What follows belongs to an exercise in optimizing a design on an open flow for small area, a short achievable clock period and few clock cycles; a production flow would make more cautious choices.
Where RTL was checked, it was by simulation tests only, not by an equivalence proof against the original.
Function not checked in runs 1 and 2: the RTL went through the layout flow alone.
Power is estimated from default activity; no workload was simulated.

--- flow/design.v ---
module ULA (
	input  [15:0] A,
	input  [15:0] B,
	input  [4:0]  OP,
	input  [6:0]  SEL,
	input         YK,          
	input         YI,          
	input         CI,          
	input  [15:0] LIDO,        
	input  [15:0] LITERAL,
	input  [15:0] LINK,
	output [15:0] RESU,        
	output O,
	output C,
	output S,
	output Z
);
	wire [15:0] Y = (B & {16{~YK}}) ^ {16{YI}};
	wire [17:0] SOMA_X = {1'b0, A, 1'b1} + {1'b0, Y, CI};
	wire [16:0] SOMA = SOMA_X[17:1];
	wire C_arit = SOMA[16] ^ (YI & ~YK);
	assign O = (A[15] == Y[15]) && (SOMA[15] != A[15]);
	wire um = (OP[3:0] == 4'b1111);
	wire [15:0] LOGICA;
	genvar i;
	generate
		for (i = 0; i < 16; i = i + 1) begin : g_logica
			assign LOGICA[i] = OP[{~B[i], ~A[i]}] && (i == 0 || !um);
		end
	endgenerate
	wire [15:0] LS = ({16{SEL[1]}} & LOGICA)
	               | ({16{SEL[2]}} & {A[14:0], 1'b0})
	               | ({16{SEL[3]}} & {A[15], A[15:1]});
	assign RESU = ({16{SEL[0]}} & SOMA[15:0]) | LS
	            | ({16{SEL[4]}} & LIDO) | ({16{SEL[5]}} & LITERAL) | ({16{SEL[6]}} & LINK);
	assign C = SEL[0] ? C_arit : (SEL[2] ? A[15] : A[0]);
	assign S = SEL[0] ? SOMA[15] : LS[15];
	assign Z = SEL[0] ? (SOMA[15:0] == 16'd0) : (LS == 16'd0);
endmodule
module Registrador_Flags(
	input clock,
	input reset,
	input habilita,
	input [4:0] controleOperacao,
	input Z, C, S, O,
	output reg [3:0] ZCSO       
);
	always @(posedge clock) begin
		if (reset)
			ZCSO <= 4'b0000;
		else if (habilita) begin
			case (controleOperacao)
				5'b10000: ZCSO[0] <= Z;
				5'b01000, 5'b01001: begin
					ZCSO[0] <= Z; ZCSO[1] <= C; ZCSO[2] <= S;
				end
				5'b00000, 5'b00001, 5'b00011,
				5'b00100, 5'b00101, 5'b00110: begin
					ZCSO <= {O, S, C, Z};
				end
				5'b10001, 5'b10010,
				5'b10100, 5'b10101, 5'b10110, 5'b10111,
				5'b11000, 5'b11001, 5'b11010, 5'b11011,
				5'b11100, 5'b11101, 5'b11110: begin
					ZCSO[0] <= Z; ZCSO[2] <= S;
				end
				default: ;
			endcase
		end
	end
endmodule
module TesteFlagsTemporario(
	input [3:0] RFlag_ZCSO,
	input [3:0] condicao,
	input Ver_Fal,
	output reg saida
);
	always @(*) begin
		case (condicao)
			4'b0100: saida = ~(Ver_Fal ^ RFlag_ZCSO[2]);
			4'b0101: saida = ~(Ver_Fal ^ RFlag_ZCSO[0]);
			4'b0110: saida = ~(Ver_Fal ^ RFlag_ZCSO[1]);
			4'b0111: saida = (~(Ver_Fal ^ RFlag_ZCSO[2])) | (~(Ver_Fal ^ RFlag_ZCSO[0]));
			4'b0000: saida = Ver_Fal;
			4'b0011: saida = ~(Ver_Fal ^ RFlag_ZCSO[3]);
			default: saida = 1'b0;
		endcase
	end
endmodule
module Extensor(
	input [15:0] instrucao,
	input desvia,              
	input [15:0] PC,
	input [15:0] B,
	output [15:0] proximo
);
	wire [15:0] desloc = instrucao[13] ? {{4{instrucao[11]}}, instrucao[11:0]}    
	                                   : {{8{instrucao[7]}}, instrucao[7:0]};     
	wire [15:0] alvo = (instrucao[13:12] == 2'b11) ? B : PC + desloc;
	assign proximo = desvia ? alvo : PC + 16'd1;
endmodule
module Banco_Registro (
	input clock,
	input Hab_Lo,
	input Hab_Hi,
	input [2:0] Sel_E,
	input [15:0] E,
	input [2:0] Sel_A,
	input [2:0] Sel_B,
	output [15:0] A,
	output [15:0] B
);
	reg [127:0] registro;    
	integer i;
	always @(posedge clock)
		for (i = 0; i < 8; i = i + 1) begin
			if (Hab_Lo && Sel_E == i)
				registro[16*i +: 8] <= E[7:0];
			if (Hab_Hi && Sel_E == i)
				registro[16*i+8 +: 8] <= E[15:8];
		end
	assign A = registro[16*Sel_A +: 16];
	assign B = registro[16*Sel_B +: 16];
endmodule
module IntegracaoModulos(
	input clock,
	input reset,
	output [15:0] imem_addr,
	input  [15:0] imem_data,
	output [15:0] dmem_addr,
	output [15:0] dmem_wdata,
	output dmem_we,
	input  [15:0] dmem_rdata,
	output halted
);
	reg [15:0] PC;         
	reg [15:0] IR;         
	reg [15:0] RA, RB;     
	reg        valido;     
	reg        halted_r;   
	reg        escrita;    
	reg  [6:0] sel;        
	reg  [2:0] yctl;       
	reg        reset_r;    
	wire [1:0] formato = IR[15:14];
	wire [4:0] op = IR[10:6];
	wire [15:0] A, B, RESU, proximo;
	wire Z, C, S, O, salto;
	wire [3:0] ZCSO;
	wire eh_alu   = (formato == 2'b10);
	wire eh_store = eh_alu && (op == 5'b01011);
	wire eh_jreg  = (formato == 2'b00) && (IR[13:12] == 2'b11);
	wire eh_jal   = eh_jreg && !IR[11];
	wire desvia   = valido && (formato == 2'b00) && (IR[13] ? 1'b1 : salto);
	wire [2:0] Sel_E = eh_jal ? 3'd6 : IR[13:11];
	wire [15:0] E = RESU;
	wire [15:0] literal = IR[15] ? {IR[7:0], IR[7:0]} : {{5{IR[10]}}, IR[10:0]};
	wire escreve = valido && ((formato == 2'b01) || (eh_alu && !eh_store) || eh_jal);
	wire hab_lo = escreve || (valido && formato == 2'b11 && !IR[10]);
	wire hab_hi = escreve || (valido && formato == 2'b11 && IR[10]);
	wire [2:0] Sel_A = imem_data[5:3];
	wire [2:0] Sel_B = imem_data[2:0];
	Banco_Registro Banco_Registro(
		.clock(clock), .Hab_Lo(hab_lo), .Hab_Hi(hab_hi), .Sel_E(Sel_E), .E(E),
		.Sel_A(Sel_A), .Sel_B(Sel_B), .A(A), .B(B)
	);
	wire fA = (Sel_A == Sel_E), fB = (Sel_B == Sel_E);
	wire [1:0] fmt_F = imem_data[15:14];
	wire [4:0] op_F  = imem_data[10:6];
	wire [6:0] sel_F = {
		(fmt_F == 2'b00) && (imem_data[13:11] == 3'b110),                   
		fmt_F[0],                                                             
		(fmt_F == 2'b10) && (op_F == 5'b01010),                               
		(fmt_F == 2'b10) && (op_F == 5'b01001),                               
		(fmt_F == 2'b10) && (op_F == 5'b01000),                               
		(fmt_F == 2'b10) && op_F[4],                                          
		(fmt_F == 2'b10) && (op_F[4:3] == 2'b00) && (op_F[2:0] != 3'b010)
		                 && (op_F[2:0] != 3'b111)                             
	};
	always @(posedge clock) begin
		if (reset) begin
			PC <= 16'd0;
			valido <= 1'b0;
			halted_r <= 1'b0;
			escrita <= 1'b0;
		end else begin
			PC <= proximo;
			valido <= !desvia;
			if (!desvia && imem_data == 16'h2FFF)
				halted_r <= 1'b1;
			escrita <= !desvia && (imem_data[15:14] == 2'b10) && (imem_data[10:6] == 5'b01011);
		end
		IR <= imem_data;
		reset_r <= reset;
		sel <= sel_F;
		yctl <= (fmt_F == 2'b10 && op_F[4:3] == 2'b00) ? op_F[2:0] : 3'b000;
		RA[7:0]  <= (fA && hab_lo) ? E[7:0]  : A[7:0];
		RA[15:8] <= (fA && hab_hi) ? E[15:8] : A[15:8];
		RB[7:0]  <= (fB && hab_lo) ? E[7:0]  : B[7:0];
		RB[15:8] <= (fB && hab_hi) ? E[15:8] : B[15:8];
	end
	assign imem_addr = PC;
	assign halted = halted_r;
	Extensor Extensor(.instrucao(IR), .desvia(desvia), .PC(PC), .B(RB), .proximo(proximo));
	ULA ULA(.A(RA), .B(RB), .OP(op), .SEL(sel), .YK(yctl[1]), .YI(yctl[2]), .CI(yctl[0]), .LIDO(dmem_rdata), .LITERAL(literal),
	        .LINK(PC), .RESU(RESU), .O(O), .C(C), .S(S), .Z(Z));
	Registrador_Flags Registrador_Flags(
		.clock(clock), .reset(reset_r), .habilita(valido && eh_alu), .controleOperacao(op),
		.Z(Z), .C(C), .S(S), .O(O), .ZCSO(ZCSO)
	);
	TesteFlagsTemporario TesteFlagsTemporario(
		.RFlag_ZCSO(ZCSO), .condicao(IR[11:8]), .Ver_Fal(IR[12]), .saida(salto)
	);
	assign dmem_addr  = RA;
	assign dmem_wdata = RB;
	assign dmem_we    = escrita;
endmodule
--- flow/standard.sh ---
#!/bin/bash
# synth_recipe.tcl (not shown) runs the flow's synth.tcl, then flattens the netlist and writes it again
# the make line also repeats each setting of config.mk as NAME=value (left out here)
make -C /OpenROAD-flow-scripts/flow DESIGN_CONFIG=/design/flow/config.mk WORK_HOME=/design/flow/orfs CLKGATE_MAP_FILE= SYNTH_SCRIPT=/design/flow/synth_recipe.tcl "${@:-finish}"
--- flow/config.mk ---
export PLATFORM = sky130hd
export DESIGN_NAME = IntegracaoModulos
export DESIGN_NICKNAME = IntegracaoModulos
export VERILOG_FILES = /design/flow/design.v
export SDC_FILE = /design/flow/constraint.sdc
export NUM_CORES = 4
export LEC_CHECK = 0
export CAP_MARGIN = 20
export CORE_MARGIN = 2
export CORE_UTILIZATION = 40
export SLEW_MARGIN = 20
--- flow/flow/run.sh ---
#!/bin/bash
# The standard layout, with changes to how it is made:
#  - ports are buffered with buf_2 cells (by default buffer_ports picks a
#    delay buffer, clkdlybuf4s50_1, which is larger and slower);
#  - clock tree synthesis adds no dummy loads and uses clkbuf_8 buffers;
set -euo pipefail
bash standard.sh \
	"SETUP_SLACK_MARGIN=6" "TNS_END_PERCENT=10" \
	"BUFFER_PORTS_ARGS=-buffer_cell sky130_fd_sc_hd__buf_1" \
	"CTS_ARGS=-sink_clustering_enable -repair_clock_nets -dont_use_dummy_load -buf_list sky130_fd_sc_hd__clkbuf_8" \
	finish > standard.log 2>&1
--- flow/constraint.sdc ---
create_clock -name core_clock -period 9.0 [get_ports {clock}]
set_input_delay 1.8000 -clock core_clock [delete_from_list [all_inputs] [get_ports {clock}]]
set_output_delay 1.8000 -clock core_clock [all_outputs]
set_load 0.01 [all_outputs]
==> results of run 1 <==
[cell families after synthesis]
kind of cell    after synthesis  synth area share
xor+xnor                     57           0.04124
flops                       209            0.4515
fa+ha+maj                    34           0.03639
buf+inv                     110           0.03763
simple gates                293            0.1283
compound gates              257            0.1516
mux                          85            0.1533
[registers in the layout, summed over array words and instances (netlist names)]
signal	count
Banco_Registro.registro	128
RB	16
RA	16
escrita	1
halted_r	1
reset_r	1
Registrador_Flags.ZCSO	4
valido	1
PC	16
yctl	3
sel	7
IR	15
[cell usage in the layout (no fill, tap or decap), types with 6 or more instances in the layout]
cell      synthesis  layout
edfxtp_1        128     128
and3_1           13      12
a222oi_1         20      20
a211oi_1         54      49
o21ai_1           7       6
ha_1             32      27
nor2_1           45      39
and2_1           10       8
dfxtp_2           0       9
a21o_1            9       9
o21ai_0          13      12
mux4_2           80      80
a22oi_1          14      14
nand2_1          65      65
a221oi_1          6       6
nand2b_1         30      23
xor2_1           15      15
clkbuf_8          0      36
nand2b_4          0       7
xnor2_2           0       6
a21oi_1          75      73
nand3_1          22      21
buf_1             7      76
nor2_2            4       9
nor2b_1          44      44
a31oi_1          10       8
xnor2_1          42      35
inv_1            39      34
dfxtp_1          81      71
nor3_1           17      13
nand4_1          10      10
buf_4             0      37
[routing by layer]
layer / wire length (um) / share of wire
met1: 14800 / 0.41
met2: 16940 / 0.47
met3: 2994 / 0.083
met4: 1511 / 0.042
met5: 0 / 0
[through the flow]
step                      area, um^2  power (mW)  hold WS (ns)  std cells  setup slack [ns]
after floorplan                12250       1.484        0.4712       1045             5.970
after global placement         12770       1.628        0.4527       1466             5.078
after detailed placement       12770       1.632        0.4597       1466             5.085
after CTS                      13430       2.345        0.4725       1505             5.833
after global routing           13880       2.493        0.4955       1528             5.666
final                          13880       2.390        0.4741       1528             5.803
[area by class of cell]
cell class / count / area, um^2
Tap cell: 390 / 488.0
Fill cell: 2645 / 15840
Inverter: 40 / 156.4
Clock buffer: 36 / 495.5
Sequential cell: 209 / 5480
Multi-Input combinational cell: 726 / 6565
Timing Repair Buffer: 127 / 694.4
[report_power, final]
| group | switching (mW) | internal [mW] | leakage, nW |
|---|---|---|---|
| Clock | 0.343 | 0.353 | 0.259 |
| Combinational | 0.308 | 0.243 | 2.74 |
| Sequential | 0.0760 | 1.07 | 1.85 |
[critical path, stage by stage, from the launching register on]
cell	delay, ns
dfxtp_1	0.71
and2_2	0.57
a21oi_1	0.13
a21oi_1	0.13
o21ai_1	0.09
a21o_1	0.30
or2_2	0.41
nor3_4	0.50
[how the worst max path moves through the flow]
| stage | slack, ns | from | cells after the start | endpoint |
|---|---|---|---|---|
| 4_1_cts | 5.83 | RB[0] | 9 | Registrador_Flags.ZCSO[0] |
| 5_1_grt | 5.67 | RB[13] | 11 | Registrador_Flags.ZCSO[0] |
| 3_3_place_gp | 5.08 | yctl[1] | 11 | Banco_Registro.registro[30] |
| 3_5_place_dp | 5.09 | yctl[1] | 11 | Banco_Registro.registro[30] |
| 2_1_floorplan | 5.97 | imem_data[3] | 6 | RA[12] |
| 6_report | 5.80 | IR[12] | 7 | Banco_Registro.registro[24] |
[what timing repair did]
action,in CTS,in global routing
resized for setup,40,49
pin swaps,6,15
hold buffers,0,0
endpoints found under the setup margin,248,226
setup buffers,3,23
==> flow_summary.toml, run 1 <==
[sta]
relSlewSlack = 0.3645
rsz0062_at_grt = "yes"
period_share = 0.3552
fmax_ghz = 0.3128
worstMarginPinSlew_ns = 0.9482
post-route-min-period_ns = 3.197
fin_setup_tns_ns = 0
worst_clock_skew_ns = 0.03210
setup_viol = 0
hold_viol = 0
drv_slew = 0

[yosys]
syn-instance-count = 1045
synthDominantCellAreaShare = 0.3176
synth_most_common_cell = "edfxtp_1"
synth.avg_cell_area_um2 = 11.58
ys_warn_count = 4
synth_edf_count = 128
synth_nets = 1113
yosys_register_bits = 209
yosysTopAreaCell = "edfxtp_1"
synthFlopType = "edfxtp_1"
syn_area_um2 = 12100
synthDistinctLibCells = 80
synth.top_cells.by_area = "edfxtp_1 (32%), mux4_2 (15%), dfxtp_1 (13%)"
synthArstFlopShare = 0
synth_commonest_cells = "edfxtp_1 (128), dfxtp_1 (81), mux4_2 (80)"
synth_seq_area_share = 0.4515

[drt]
drt_pass1_iterations = 12
vias_per_cell = 6.164
vias = 9418
wl_mm = 36.24
drt_iter0_markers = 1005
wl_per_cell_um = 23.72
drcViolationCount = 0
ant_nets = 0

[clock_tree]
cts_inserted_buffers = 36
cts.clk_slew.worst_paths_ns = 0.05
clock_path_buffers = 3
cts_tree = "yes"
clock_latency_ns = 0.52
cts.sink_count = 209
htreeDepth = 2
cts_root_buffer = "clkbuf_8"

[floorplanning]
die_area_um2 = 31670
rows = 63
io_pins = 84
die_h_um = 178.0
floorplan.initialDensity = 0.4073
die_w_um = 178.0
core-area_um2 = 29720

[placed_design]
hpwl_mm = 25.02
place_congestion = 0.9322
io_buffers = 83

[worst_hold_path]
min_from = "halted_r"
hold_path_class = "reg2reg"
hold_depth = 2
hold_end = "halted_r"

[grt]
grt_pass1_vias = 8733
grtUsageMet1 = 0.3061
grt_pass1_wl_mm = 53.23
grt_remaining_overflow = 0
grt_use_total = 0.2258
grtUsageMet3 = 0.03428
busiest_layer = "met2"
antenna_found_initial = 0
grt_max_degree = 38
grtUsageMet2 = 0.3689

[layout]
drive_above_1_share = 0.2285
area_delta_synth_final_pct = 14.67
final_util = 0.4671
diodes = 0
nets = 1208

[setup_path]
end_kind = "register"
critPathMaxFanout = 19
crit_type = "reg2reg"
timing.rr.start = "IR[12]"
ff2ff_path_depth = 7
worstPathRequired_ns = 9.16
crit_arrival_ns = 3.35
worstSetupStartpointType = "register"
rr_endpoint = "Banco_Registro.registro[24]"
reg2reg_slack_ns = 5.80

[pwr]
p_per_area_nw_per_um2 = 172.2
irDropWorstVdd_v = 0.00008793
p_leak_nw = 4.845

[job]
drv_cap = 0

[status]
status = "finished clean"
==> run 2: changes to the inputs <==
--- a/flow/flow/run.sh
+++ b/flow/flow/run.sh
@@ -7,3 +7,3 @@
 bash standard.sh \
-	"SETUP_SLACK_MARGIN=6" "TNS_END_PERCENT=10" \
+	"SETUP_SLACK_MARGIN=6" "TNS_END_PERCENT=0" \
 	"BUFFER_PORTS_ARGS=-buffer_cell sky130_fd_sc_hd__buf_1" \
==> flow_summary.toml, run 2 <==
[yosys]
synth_nets = 1113
ys_warn_count = 4
yosysTopAreaCell = "edfxtp_1"
yosys_register_bits = 209
synth_seq_area_share = 0.4515
synth.top_cells.by_area = "edfxtp_1 (32%), mux4_2 (15%), dfxtp_1 (13%)"
synth_commonest_cells = "edfxtp_1 (128), dfxtp_1 (81), mux4_2 (80)"
synth.avg_cell_area_um2 = 11.58
synthDistinctLibCells = 80
synthFlopType = "edfxtp_1"
synthArstFlopShare = 0
synthDominantCellAreaShare = 0.3176
synth_most_common_cell = "edfxtp_1"
synth_edf_count = 128
syn_area_um2 = 12100
syn-instance-count = 1045

[setup_path]
critPathTopFamily = "compound AO/OA/AOI/OAI gates"
crit_chain = "nand2b_4 -> xnor2_4 -> ha_1 -> a211oi_2 -> o21ai_1 -> nand4_1 -> a31o_2 -> a21oi_1 -> or3_2 -> a311oi_4 -> inv_2"
crit_buf_inv = 1
end_kind = "register"
slowest_delay_ns = 0.46
worstPathRequired_ns = 9.23
slowest_stage = "or3_2"
crit_type = "reg2reg"
critPathMaxFanout = 17
worstSetupStartpointType = "register"
crit_arrival_ns = 3.35

[grt]
grt_pass1_wl_mm = 51.47
grt_pass1_vias = 8879
grt_remaining_overflow = 0
antenna_found_initial = 0
grt_use_total = 0.2149
grt_max_degree = 38

[placed_design]
place_congestion = 0.9222
hpwl_mm = 24.21
dp_slack_ns = 5.157
post_dp_cell_area_um2 = 12780
io_buffers = 83

[layout]
post-route-cell-area_um2 = 13520
largest_reg_flops = 128
drive_above_1_share = 0.1907
diodes = 0
regMostFlops = "Banco_Registro.registro"
nets = 1187
final_cell_mix = "edfxtp_1 (128), mux4_2 (80), buf_1 (77)"
final_common_cell = "edfxtp_1"
area_delta_synth_final_pct = 11.70

[sta]
drv_slew = 0
hold_viol = 0
worstMarginPinSlew_ns = 1.127
fin_setup_tns_ns = 0
post-route-min-period_ns = 3.121
worst_clock_skew_ns = 0.04049
fmax_ghz = 0.3204
setup_viol = 0
final.setup.worst_slack_ns = 5.879
relSlewSlack = 0.2486
period_share = 0.3468
rsz0062_at_grt = "yes"

[clock_tree]
cts_root_buffer = "clkbuf_8"
cts.clk_slew.worst_paths_ns = 0.06
cts_tree = "yes"
clock_latency_ns = 0.53
cts_inserted_buffers = 37
htreeDepth = 2
clock_path_buffers = 3
cts.sink_count = 209

[pwr]
p_per_area_nw_per_um2 = 173.5
p_leak_nw = 4.695
irDropWorstVdd_v = 0.00007002

[floorplanning]
floorplan.initialDensity = 0.4073
die_w_um = 178.0
core-area_um2 = 29720
io_pins = 84
die_h_um = 178.0
rows = 63
die_area_um2 = 31670

[drt]
ant_nets = 0
vias = 9136
wl_mm = 34.24
wl_per_cell_um = 22.72
drcViolationCount = 0
drt_pass1_iterations = 6
vias_per_cell = 6.062
drt_iter0_markers = 749

[worst_hold_path]
hold_path_class = "reg2reg"

[job]
drv_cap = 0

[status]
status = "finished clean"
-- run 2: kinds of logic (layout without fill, tap and decap cells) --
logic type	Yosys count	in the layout	synth area share
AO/OA/AOI/OAI	257	257	0.1516
flip-flops	209	209	0.4515
buffers and inverters	110	182	0.03763
multiplexers	85	85	0.1533
AND/OR/NAND/NOR	293	293	0.1283
adder cells (fa/ha/maj)	34	34	0.03639
XOR/XNOR	57	57	0.04124
-- run 2: per-stage QoR --
step           hold slack [ns]  utilization  std cells  total power [mW]
2_1_floorplan           0.4712            -       1045             1.484
3_3_place_gp            0.4859       0.4301       1467             1.617
3_5_place_dp            0.4938       0.4301       1467             1.622
4_1_cts                 0.5098       0.4505       1505             2.343
5_1_grt                 0.5428       0.4550       1507             2.456
6_report                0.4935       0.4550       1507             2.346
-- run 2: final timing paths --
check	slack, ns	start	depth (start not counted)	endpoint
max	5.88	yctl[1]	11	Banco_Registro.registro[78]
min	0.49	halted_r	2	halted_r
max reg2reg	5.88	yctl[1]	11	Banco_Registro.registro[78]
min reg2reg	0.49	halted_r	2	halted_r
-- run 2: worst reg2reg max path: stages, from the launching register on --
cell	delay, ns
dfxtp_4	0.39
nand2b_4	0.18
xnor2_4	0.15
ha_1	0.32
a211oi_2	0.26
o21ai_1	0.14
nand4_1	0.15
a31o_2	0.21
a21oi_1	0.09
or3_2	0.47
a311oi_4	0.38
inv_2	0.13
-- run 2: cell type report --
| cell class | instances | area (um^2) |
|---|---|---|
| Sequential cell | 209 | 5482 |
| Clock buffer | 37 | 509.2 |
| Multi-Input combinational cell | 726 | 6400 |
| Tap cell | 390 | 488.0 |
| Fill cell | 2704 | 16200 |
| Inverter | 40 | 150.1 |
| Timing Repair Buffer | 105 | 491.7 |
-- run 2: repair_timing --
| action | 4_1_cts | 5_1_grt |
|---|---|---|
| resized for setup | 27 | 25 |
| pin swaps | 2 | 11 |
| hold buffers | 0 | 0 |
| setup endpoints to repair | 254 | 230 |
| hold endpoints to repair | 0 | 0 |
| buffers inserted | 1 | 2 |
-- run 2: per-layer routing --
metal | vias up | routed length (um) | global-route usage
met2 | 369 | 16020 | 0.3488
met4 | 0 | 1216 | 0.08777
li1 | 4188 | - | -
met3 | 87 | 2435 | 0.03728
met1 | 4492 | 14570 | 0.2851
met5 | - | 0 | 0
-- run 2: power breakdown --
group,internal (mW),switching [mW],leakage [nW]
Clock,0.362,0.346,0.266
Combinational,0.211,0.292,2.58
Sequential,1.07,0.0665,1.85
Total,1.64,0.704,4.70
==> run 3: changes to the inputs <==
--- a/flow/design.v
+++ b/flow/design.v
@@ -143,3 +143,2 @@
 	reg  [2:0] yctl;       
-	reg        reset_r;    
 	wire [1:0] formato = IR[15:14];
@@ -193,3 +192,2 @@
 		IR <= imem_data;
-		reset_r <= reset;
 		sel <= sel_F;
@@ -207,3 +205,3 @@
 	Registrador_Flags Registrador_Flags(
-		.clock(clock), .reset(reset_r), .habilita(valido && eh_alu), .controleOperacao(op),
+		.clock(clock), .reset(reset), .habilita(valido && eh_alu), .controleOperacao(op),
 		.Z(Z), .C(C), .S(S), .O(O), .ZCSO(ZCSO)
==> flow/flow/run.sh (replaced) <==
#!/bin/bash
# The standard layout (standard.sh: standard synthesis, floorplan, power
# grid, placement, CTS, routing), with these changes to how it is made:
#  - ports are buffered with buf_1 cells (by default buffer_ports picks the
#    larger and slower delay buffer clkdlybuf4s50_1); every port still gets
#    its own buffer;
#  - clock tree synthesis adds no dummy loads and builds the tree from
#    clkbuf_8 buffers.
# The full output of the flow goes to standard.log; ORFS keeps each step's
# log under orfs/logs/.
set -euo pipefail
bash standard.sh \
	"SETUP_SLACK_MARGIN=6" "TNS_END_PERCENT=0" \
	"BUFFER_PORTS_ARGS=-buffer_cell sky130_fd_sc_hd__buf_1" \
	"CTS_ARGS=-sink_clustering_enable -repair_clock_nets -dont_use_dummy_load -buf_list sky130_fd_sc_hd__clkbuf_8" \
	finish > standard.log 2>&1
==> flow_summary.toml, run 3 <==
[layout]
drive_above_1_share = 0.1762
largest_reg_flops = 128
diodes = 0
fill_cells = 2736
seqCellArea_um2 = 5455
multi_input_area_um2 = 6411
area_delta_synth_final_pct = 11.60
final_common_cell = "edfxtp_1"
nets = 1194
regMostFlops = "Banco_Registro.registro"
final_cell_mix = "edfxtp_1 (128), mux4_2 (80), buf_1 (77)"

[yosys]
yosysTopAreaCell = "edfxtp_1"
yosys_register_bits = 208
synth_edf_count = 128
synthDominantCellAreaShare = 0.3177
ys_warn_count = 4
synth.avg_cell_area_um2 = 11.47
syn-instance-count = 1055
syn_area_um2 = 12100
synth_nets = 1123
synth_commonest_cells = "edfxtp_1 (128), dfxtp_1 (80), mux4_2 (80)"
synthFlopType = "edfxtp_1"
synth_most_common_cell = "edfxtp_1"
synthArstFlopShare = 0
synth.top_cells.by_area = "edfxtp_1 (32%), mux4_2 (15%), dfxtp_1 (13%)"
synth_seq_area_share = 0.4500
synthDistinctLibCells = 73

[floorplanning]
rows = 63
floorplan.initialDensity = 0.4072
die_w_um = 177.9
die_h_um = 177.9
core-area_um2 = 29720
io_pins = 84
die_area_um2 = 31660

[clock_tree]
cts_tree = "yes"
htreeDepth = 2
cts_root_buffer = "clkbuf_8"
cts.clk_slew.worst_paths_ns = 0.06
clock_latency_ns = 0.53
cts.sink_count = 208
clock_path_buffers = 3
cts_inserted_buffers = 36

[pwr]
irDropWorstVdd_v = 0.00007468
p_per_area_nw_per_um2 = 174.0
p_leak_nw = 4.717

[setup_path]
worstSetupStartpointType = "register"
crit_buf_inv = 1
end_kind = "output pin"
slowest_delay_ns = 0.53
critPathMaxFanout = 7
critPathTopFamily = "flip-flops"
crit_chain = "buf_1"
worstPathRequired_ns = 7.20
timing.rr.start = "IR[8]"
crit_type = "reg2out"
crit_arrival_ns = 1.30
startpoint = "RA[15]"
slowest_stage = "dfxtp_1"

[sta]
drv_slew = 0
worst_clock_skew_ns = 0.05046
hold_viol = 0
final.setup.worst_slack_ns = 5.904
relSlewSlack = 0.2776
fmax_ghz = 0.3230
post-route-min-period_ns = 3.096
worstMarginPinSlew_ns = 1.084
period_share = 0.3440
setup_viol = 0
fin_setup_tns_ns = 0
rsz0062_at_grt = "yes"

[job]
drv_cap = 0

[grt]
grt_use_total = 0.2196
antenna_found_initial = 0
grt_max_degree = 36
grt_pass1_wl_mm = 53.05
grt_remaining_overflow = 0
grt_pass1_vias = 9121

[placed_design]
dp_slack_ns = 5.166
place_congestion = 0.9558
io_buffers = 83
hpwl_mm = 24.71

[drt]
wl_mm = 34.71
drcViolationCount = 0
vias_per_cell = 6.048
drt_pass1_iterations = 5
drt_iter0_markers = 668
ant_nets = 0
wl_per_cell_um = 22.93
vias = 9156

[worst_hold_path]
hold_path_class = "reg2reg"
min_from = "Registrador_Flags.ZCSO[2]"

[status]
status = "finished clean"
[run 3: cells by family after synthesis]
family / synth area share
muxes: 0.1559
and+or+nand+nor: 0.1258
DFF: 0.4500
adders and majority gates: 0.03640
AOI/OAI and AO/OA: 0.1501
xor gates and xnor gates: 0.04560
buffers and inverters: 0.03609
[run 3: what timing repair did]
action                                  4_1_cts  5_1_grt
endpoints found under the hold margin         0        0
gates resized for setup                       8       40
buffers inserted                              0        4
hold buffers                                  0        0
pin swaps                                     0        4
endpoints found under the setup margin      224      249
[run 3: per-stage QoR]
| step | instances | utilization | instance area [um^2] | hold WS (ns) | total power, mW |
|---|---|---|---|---|---|
| floorplan | 1055 | - | 12260 | 0.4702 | 1.498 |
| global placement | 1474 | 0.4305 | 12790 | 0.4982 | 1.640 |
| detailed placement | 1474 | 0.4305 | 12790 | 0.4970 | 1.645 |
| CTS | 1510 | 0.4481 | 13320 | 0.5069 | 2.345 |
| global route | 1514 | 0.4544 | 13500 | 0.5419 | 2.460 |
| finish | 1514 | 0.4544 | 13500 | 0.5073 | 2.349 |
[run 3: cell type report]
type                       count  share of cell area
timing repair buffer         107             0.03780
inverter                      37             0.01066
clock buffer                  36             0.03669
multi-input combinational    736              0.4748
tap                          390             0.03613
sequential                   208              0.4040
[run 3: routing by layer]
metal | routed length (um) | track usage
met2 | 16600 | 0.3637
met3 | 2371 | 0.04027
met1 | 14470 | 0.2831
met4 | 1278 | 0.09119
met5 | 0 | 0
[run 3: power by group]
| part | switching (mW) | internal, mW | total, mW |
|---|---|---|---|
| clock network | 0.343 | 0.353 | 0.696 |
| registers | 0.0629 | 1.06 | 1.13 |
| logic | 0.307 | 0.219 | 0.527 |
[run 3: final timing paths]
kind	slack, ns	cells after the start	end
setup / recovery	5.90	1	dmem_addr[15]
hold / removal	0.51	2	Registrador_Flags.ZCSO[2]
setup reg to reg	6.01	8	PC[2]
hold reg to reg	0.51	2	Registrador_Flags.ZCSO[2]
Testbench counts of run 3, summed over its fixed seeds: cycles 28,186.

what the ideal ports hide:
How much do the figures lean on ideal ports? The routed layouts below were timed once more, with nothing changed but the port constraints.
Step 1 (the two cells are an assumption about what drives the block):
set clk [get_ports {clock}]
set_driving_cell -lib_cell sky130_fd_sc_hd__clkbuf_16 $clk
set_driving_cell -lib_cell sky130_fd_sc_hd__buf_2 [delete_from_list [all_inputs] $clk]
Step 2 times the ports against the registers' clock, not the clock port: input delays grow and output delays shrink by t, the midpoint of the rising clock arrivals with the driver on.
Slacks: ideal ports / drivers / drivers and shift; pairs: ideal ports / drivers.
run | shift t [ns] | slack for setup (ns) | worst hold slack (ns) | clock arrival spread, ns | slew at the worst register clock pin (ns)
run 1 | 0.555 | 5.803 / 5.785 / 5.371 | 0.474 / 0.474 / 0.474 | 0.033 / 0.032 | 0.06 / 0.06
run 2 | 0.559 | 5.879 / 5.867 / 5.440 | 0.494 / 0.494 / 0.494 | 0.041 / 0.041 | 0.06 / 0.06
run 3 | 0.550 | 5.904 / 5.857 / 5.449 | 0.507 / 0.507 / 0.507 | 0.051 / 0.050 | 0.06 / 0.06
After both steps setup and hold are still met in every run listed. For run 3, which loses most, drivers alone change the setup slack by -0.047 ns; drivers and shift together by -0.455 ns.
